Background: an optimization exercise with open tools, aiming at small area. Do not read the settings as production practice. In this exercise RTL edits were held to simulation tests only and were not proved equivalent to the original. The clock port is modelled as an ideal driver; clocking choices that lean on that would not hold on a real chip. Power and IR drop assume default switching activity.

// deja_glitch_power
module deja_glitch_power (
	input	wire	clk_i,
	input	wire	rst_i,
	input	wire	stb_i,
	input	wire	we_i,
	input	wire	[3:0] adr_i,
	input	wire	[7:0] dat_i,
	output	reg		ack_o,
	output	reg		[7:0] dat_o,
	input	wire	run_i,
	output	reg		power_o
	);
localparam IDLE = 2'd0, RUN = 2'd1, FIN = 2'd2, RUN_IDLE = 2'd3;
reg	[15:0]	rcn;		 
wire	[15:0]	run_cnt = ~rcn;
reg	[15:0]	nit;		 
reg	[1:0]	state;
reg	[7:0]	size;
reg	[7:0]	step;
reg			finished;
wire m1 = step[0] & nit[0];
wire m2 = step[0] & nit[1];
wire m3 = step[0] & nit[2];
wire m4 = step[0] & nit[3];
wire m5 = step[0] & nit[4];
wire m6 = step[0] & nit[5];
wire m7 = step[0] & nit[6];
wire m8 = step[0] & nit[7];
wire m9 = step[0] & nit[8];
wire m10 = step[0] & nit[9];
wire m11 = step[0] & nit[10];
wire m12 = step[0] & nit[11];
wire m13 = step[0] & nit[12];
wire m14 = step[0] & nit[13];
wire m15 = step[0] & nit[14];
wire m16 = step[0] & nit[15];
wire m17 = step[1] & nit[0];
wire m18 = step[1] & nit[1];
wire m19 = step[1] & nit[2];
wire m20 = step[1] & nit[3];
wire m21 = step[1] & nit[4];
wire m22 = step[1] & nit[5];
wire m23 = step[1] & nit[6];
wire m24 = step[1] & nit[7];
wire m25 = step[1] & nit[8];
wire m26 = step[1] & nit[9];
wire m27 = step[1] & nit[10];
wire m28 = step[1] & nit[11];
wire m29 = step[1] & nit[12];
wire m30 = step[1] & nit[13];
wire m31 = step[1] & nit[14];
wire m32 = step[2] & nit[0];
wire m33 = step[2] & nit[1];
wire m34 = step[2] & nit[2];
wire m35 = step[2] & nit[3];
wire m36 = step[2] & nit[4];
wire m37 = step[2] & nit[5];
wire m38 = step[2] & nit[6];
wire m39 = step[2] & nit[7];
wire m40 = step[2] & nit[8];
wire m41 = step[2] & nit[9];
wire m42 = step[2] & nit[10];
  ...
Size: ~500 cells after synthesis, about 27 I/O pins, about 0.0048 sq mm of cells after synthesis.
Settings: LEC_CHECK=0, CAP_MARGIN=20, CORE_MARGIN=2, CORE_UTILIZATION=80, PLACE_DENSITY=0.9, SLEW_MARGIN=20; clock period 6.0 ns.
standard.sh (not shown) runs the stock make flow with config.mk's settings and CLKGATE_MAP_FILE= SYNTH_SCRIPT=/design/flow/synth_recipe.tcl, a recipe that flattens the netlist after the stock synthesis.
==> flow/flow/run.sh <==
#!/bin/bash
# Standard ORFS flow, with one extra step between synthesis and floorplan:
# flow/polar.py re-chooses signal polarities in the synthesized netlist (full
# adders and gates with complemented inputs/outputs) to remove inverters.
# Registers are not touched. Extra make settings (clock tree options, port
# buffer cell) come from flow/make_args.txt, one per line.
# Each tool's output goes to its own log file here.
set -euo pipefail
RES=orfs/results/${FLOW_PLATFORM}/deja_glitch_power/base
LIB=${FLOW_HOME}/platforms/${FLOW_PLATFORM}/lib/sky130_fd_sc_hd__tt_025C_1v80.lib
ARGS=()
if [[ -f flow/make_args.txt ]]; then
  while IFS= read -r line; do
    [[ -n "$line" ]] && ARGS+=("$line")
  done < flow/make_args.txt
fi

bash standard.sh synth > log_synth.txt 2>&1
cp ${RES}/1_2_yosys.v 1_2_yosys_standard.v
yosys -q -l log_yosys_json.txt -p "read_liberty -lib ${LIB}; read_verilog ${RES}/1_2_yosys.v; write_json polar_in.json" > /dev/null 2>&1
POLAR_ITERS=2000 python3 flow/polar.py ${LIB} polar_in.json polar_out.json --downsize > log_polar.txt 2>&1
# keep the new netlist only if it computes the same flip-flop inputs and outputs
# as the synthesized one on random patterns
if python3 flow/check.py ${LIB} polar_in.json polar_out.json > log_check.txt 2>&1; then
  yosys -q -l log_yosys_write.txt -p "read_json polar_out.json; write_verilog -noattr -nohex -nodec ${RES}/1_2_yosys.v" > /dev/null 2>&1
fi
rm -f ${RES}/1_synth.odb ${RES}/1_synth.sdc
bash standard.sh "PRE_CTS_TCL=$(pwd)/flow/clock.tcl" "${ARGS[@]}" finish > log_finish.txt 2>&1
==> flow/flow/make_args.txt <==
CLOCK_ROOT_BUF=sky130_fd_sc_hd__clkbuf_4
CLOCK_LEAF_BUF=sky130_fd_sc_hd__clkbuf_4
CLOCK_LEAVES=8
BUFFER_PORTS_ARGS=-buffer_cell sky130_fd_sc_hd__buf_1
CTS_ARGS=-clk_nets clk_i -repair_clock_nets
Other scripts of this flow, unchanged in this note and not shown: flow/flow/check.py, flow/flow/clock.tcl, flow/flow/polar.py
The starting point produced a clean layout.
Rerun with:
==> flow/flow/make_args.txt (replaced) <==
CLOCK_ROOT_BUF=sky130_fd_sc_hd__clkbuf_8
CLOCK_LEAF_BUF=sky130_fd_sc_hd__clkbuf_4
CLOCK_LEAVES=8
BUFFER_PORTS_ARGS=-buffer_cell sky130_fd_sc_hd__buf_1
CTS_ARGS=-clk_nets clk_i -repair_clock_nets
Settings changed: CORE_UTILIZATION 80 to 65, PLACE_DENSITY 0.9 to 0.8.
Die area came out higher by 22%.
Total power came out higher by 2.2%.
Setup slack improved by 0.022 ns.
Cell area came out higher by 0.81%.

========
## run 1
deja_glitch_power, a different RTL version from the one above (not shown whole).
For scale: roughly 530 cells after synthesis, ~0.0050 mm^2 of cells after synthesis.
Settings: LEC_CHECK=0, CAP_MARGIN=20, CORE_MARGIN=2, CORE_UTILIZATION=40, CTS_BUF_LIST=sky130_fd_sc_hd__clkbuf_8, PLACE_DENSITY=0.6, SLEW_MARGIN=20; clock period 6.0 ns.
==> flow/flow/run.sh <==
#!/bin/bash
# Standard ORFS flow, with one extra step between synthesis and floorplan:
# flow/polar.py re-chooses signal polarities in the synthesized netlist (full
# adders and gates with complemented inputs/outputs) to remove inverters.
# Registers are not touched. Each tool's output goes to its own log here.
set -euo pipefail
RES=orfs/results/${FLOW_PLATFORM}/deja_glitch_power/base
LIB=${FLOW_HOME}/platforms/${FLOW_PLATFORM}/lib/sky130_fd_sc_hd__tt_025C_1v80.lib

bash standard.sh synth > log_synth.txt 2>&1
cp ${RES}/1_2_yosys.v 1_2_yosys_standard.v
yosys -q -l log_yosys_json.txt -p "read_liberty -lib ${LIB}; read_verilog ${RES}/1_2_yosys.v; write_json polar_in.json" > /dev/null 2>&1
python3 flow/polar.py ${LIB} polar_in.json polar_out.json > log_polar.txt 2>&1
yosys -q -l log_yosys_write.txt -p "read_json polar_out.json; write_verilog -noattr -nohex -nodec ${RES}/1_2_yosys.v" > /dev/null 2>&1
rm -f ${RES}/1_synth.odb ${RES}/1_synth.sdc
bash standard.sh finish > log_finish.txt 2>&1
Other scripts of this flow, unchanged in this note and not shown: flow/flow/polar.py
Per the final summary, run 1 finished and its layout is clean on timing, DRC and antenna.
### run 1 -> run 2
Settings: CTS_BUF_LIST removed (was sky130_fd_sc_hd__clkbuf_8).
--- a/flow/flow/run.sh
+++ b/flow/flow/run.sh
@@ -16 +16 @@
-bash standard.sh finish > log_finish.txt 2>&1
+bash standard.sh "CTS_ARGS=-sink_clustering_enable -repair_clock_nets -dont_use_dummy_load -buf_list sky130_fd_sc_hd__clkbuf_8 -root_buf sky130_fd_sc_hd__clkbuf_8" finish > log_finish.txt 2>&1
Findings:
Taking run 2 as 1.0, run 1 lands at 1.3 on worst vdd rail ir drop. Compared run 1 against run 2; cell total after placement within noise. Proportion of total power due to net switching (run 2 over run 1): decrease, 0.57 points. Delta (run 2 minus run 1): post-route total power went down, number of global-route vias before repair went down. Core util | run 2 vs run 1 | run 2 lower. [run 2 vs run 1] final instance area: lower in run 2. On slew of the pin with the lowest slew margin: between run 1 and run 2, it ends up higher for run 2. Compared with run 1, in run 2 leakage power shrank by about 1.5%, number of cells on the critical path held steady. Wire length: run 2 worse than run 1.
Input-level comparison between run 3 and run 2:
--- a/flow/flow/run.sh
+++ b/flow/flow/run.sh
@@ -16 +16 @@
-bash standard.sh "CTS_ARGS=-sink_clustering_enable -repair_clock_nets -dont_use_dummy_load -buf_list sky130_fd_sc_hd__clkbuf_8 -root_buf sky130_fd_sc_hd__clkbuf_8" finish > log_finish.txt 2>&1
+bash standard.sh finish > log_finish.txt 2>&1
Findings:
Per the final summary, run 2 finished and its layout is clean on timing, DRC and antenna.
Both conditions hold for run 3: the flow ran to the end and the final layout passed the timing, design-rule and antenna checks.
Compared with run 2, in run 3 global-route wire length before repair went up 260 um, relative contribution of combinational cells to total power fell by 4.7 points.
Run 3 reports a lower count of filler cells inserted in the layout than run 2 does.
Any difference in share of the clock period used by the worst path after layout between run 2 and run 3 is small enough to ignore.
Going from run 2 to run 3, synthesis-to-layout area growth increased 3.4 points, worst setup slack after layout increased 0.0042 ns.
Of run 3 and run 2, the higher fraction of final layout cells with drive strength greater than 1 belongs to run 3.
Looking at leakage dissipation, run 3 sits about 4.4% above run 2.
Run 3 ended up with clock as its top power consumer group; run 2 ended up with registers.
In the flow results for run 3 and run 2, the clock network fraction of design power is larger on run 3.
Compared with run 2, run 3 is hungrier on power.
Count of clock-buffer cells in the layout: run 3 and run 2 compared, higher one is run 3
#### Input delta (run 4 over run 3)
--- a/flow/flow/run.sh
+++ b/flow/flow/run.sh
@@ -16 +16 @@
-bash standard.sh finish > log_finish.txt 2>&1
+bash standard.sh "CTS_ARGS=-sink_clustering_enable -repair_clock_nets -dont_use_dummy_load -buf_list sky130_fd_sc_hd__clkbuf_8 -root_buf sky130_fd_sc_hd__clkbuf_8" "BUFFER_PORTS_ARGS=-buffer_cell sky130_fd_sc_hd__buf_1" finish > log_finish.txt 2>&1
Results
No stage failed in run 4, and the final checks on the layout all came back clean.
Count of maximum capacitance violations: run 4 vs run 3 identical
Delta (run 4 minus run 3): final critical-path share of the clock period fell 1.9 points, design area fell 5.7%, routed wire length rose about 0.9%, highest clock frequency the design can meet rose 2.2%, share of power burned in combinational logic rose 4.1 points.

========
v10:
RTL: one of the versions met above, not the one the previous note started from.
For scale: ~500 cells after synthesis, roughly 27 I/O pins, roughly 4800 sq um of cells after synthesis.
export LEC_CHECK = 0
export CAP_MARGIN = 0
export CORE_MARGIN = 2
export CORE_UTILIZATION = 80
export PLACE_DENSITY = 0.9
export SLEW_MARGIN = 0
create_clock -name core_clock -period 6.0 [get_ports {clk_i}]
==> flow/flow/run.sh <==
#!/bin/bash
# Standard ORFS flow, with one extra step between synthesis and floorplan:
# flow/polar.py re-chooses signal polarities in the synthesized netlist (full
# adders and gates with complemented inputs/outputs) to remove inverters.
# Registers are not touched. Extra make settings (clock tree options, port
# buffer cell) come from flow/make_args.txt, one per line.
# Each tool's output goes to its own log file here.
set -euo pipefail
RES=orfs/results/${FLOW_PLATFORM}/deja_glitch_power/base
LIB=${FLOW_HOME}/platforms/${FLOW_PLATFORM}/lib/sky130_fd_sc_hd__tt_025C_1v80.lib
ARGS=()
if [[ -f flow/make_args.txt ]]; then
  while IFS= read -r line; do
    [[ -n "$line" ]] && ARGS+=("$line")
  done < flow/make_args.txt
fi

bash standard.sh synth > log_synth.txt 2>&1
cp ${RES}/1_2_yosys.v 1_2_yosys_standard.v
yosys -q -l log_yosys_json.txt -p "read_liberty -lib ${LIB}; read_verilog ${RES}/1_2_yosys.v; write_json polar_in.json" > /dev/null 2>&1
POLAR_ITERS=2000 python3 flow/polar.py ${LIB} polar_in.json polar_out.json --downsize > log_polar.txt 2>&1
# keep the new netlist only if it computes the same flip-flop inputs and outputs
# as the synthesized one on random patterns
if python3 flow/check.py ${LIB} polar_in.json polar_out.json > log_check.txt 2>&1; then
  yosys -q -l log_yosys_write.txt -p "read_json polar_out.json; write_verilog -noattr -nohex -nodec ${RES}/1_2_yosys.v" > /dev/null 2>&1
fi
rm -f ${RES}/1_synth.odb ${RES}/1_synth.sdc
bash standard.sh "PRE_CTS_TCL=$(pwd)/flow/clock.tcl" "${ARGS[@]}" finish > log_finish.txt 2>&1
==> flow/flow/make_args.txt <==
CLOCK_ROOT_BUF=sky130_fd_sc_hd__clkbuf_4
CLOCK_LEAF_BUF=sky130_fd_sc_hd__clkbuf_4
CLOCK_LEAVES=8
BUFFER_PORTS_ARGS=-buffer_cell sky130_fd_sc_hd__buf_1
CTS_ARGS=-clk_nets clk_i -repair_clock_nets
Other scripts of this flow, unchanged in this note and not shown: flow/flow/check.py, flow/flow/clock.tcl, flow/flow/polar.py
v10 | status: complete | timing, DRC, antenna: pass
What v53 does differently from v10 at the input level:
==> flow/flow/make_args.txt <==
CLOCK_ROOT_BUF=sky130_fd_sc_hd__clkbuf_4
CLOCK_LEAF_BUF=sky130_fd_sc_hd__clkbuf_4
CLOCK_LEAVES=7
BUFFER_PORTS_ARGS=-buffer_cell sky130_fd_sc_hd__buf_1
CTS_ARGS=-clk_nets clk_i -repair_clock_nets
==> summary.txt <==
- Via count of v10 is on par with v53.
- Area occupied by registers: v53 vs v10 — no meaningful difference
- v10 and v53 ended up with roughly the same utilization.
- [v53] total routing resource utilization after global routing rose 0.18 points relative to v10
- The final reports for v53 and v10 show clock skew lower in the former.
- The final reports for v53 and v10 show count of fill cells added during filler insertion higher in the former.
- Largest net degree at the start of global routing: v10 vs v53 identical
- Compared with v10, v53 shows a lower relative contribution of the clock network to total power.
- Comparing v53 with v10, the fraction of area in multi-input gates came out essentially unchanged.
> inputs changed (v53 -> v25)
Settings: PLACE_DENSITY changed from 0.9 to 0.95; CORE_UTILIZATION changed from 80 to 88.
==> flow/flow/make_args.txt <==
CLOCK_ROOT_BUF=sky130_fd_sc_hd__clkbuf_4
CLOCK_LEAF_BUF=sky130_fd_sc_hd__clkbuf_4
CLOCK_LEAVES=8
BUFFER_PORTS_ARGS=-buffer_cell sky130_fd_sc_hd__buf_1
CTS_ARGS=-clk_nets clk_i -repair_clock_nets
Results
v25 did not finish; the tool stopped in global routing with error GRT-0116. Diff v53 -> v25: die extent in x lower, mean cell area of the mapped netlist neither gained nor lost much, number of placed instances with taps included went down 5, post-placement cell area did not really move, hold-fix buffer count after cts roughly the same. v25 vs v53 — vertical extent of the die dropped about 4.4%. Re post-synthesis instance total: no difference whatsoever between v25 and v53. From v25 to v53, synthesized area did not move at all. Floorplan row count was lower in the run labelled v25. Between v25 and v53, the initial cell density of the core is lower for v53.

## static timing again, ports no longer ideal
The flow's constraints put no driver on any port. The routed layouts listed below were extracted and timed again, unchanged, in two steps.
Step 1: set_driving_cell puts a clkbuf_16 on clk_i and a buf_2 on each other input, an assumption about the parent block.
Step 2, shift: input delay + t, output delay - t, t = (earliest + latest rising clock arrival at the registers) / 2. This alone moves slack from input paths to output paths.
Three values: ideal ports, drivers, drivers and shift; two values: the first two.
run | t (ns) | slack for setup (ns) | worst setup path after step 2 | worst data-port slew with drivers (ns) | pins driven straight from the clock port
the first run of note 1 | 0.456 | 0.813 / 0.813 / 0.813 | register to register | 0.04 | 1
the second run of note 1 | 0.389 | 0.835 / 0.835 / 0.835 | register to register | 0.03 | 1
run 1 | 0.378 | 0.648 / 0.648 / 0.648 | register to register | 0.03 | 1
run 2 | 0.369 | 0.655 / 0.655 / 0.655 | register to register | 0.03 | 1
run 3 | 0.368 | 0.660 / 0.660 / 0.660 | register to register | 0.03 | 1
run 4 | 0.373 | 0.776 / 0.776 / 0.776 | register to register | 0.03 | 1
v10 | 0.460 | 0.828 / 0.828 / 0.828 | register to register | 0.04 | 1
v53 | 0.453 | 0.806 / 0.806 / 0.806 | register to register | 0.04 | 1
After both steps every run listed still meets setup and hold.
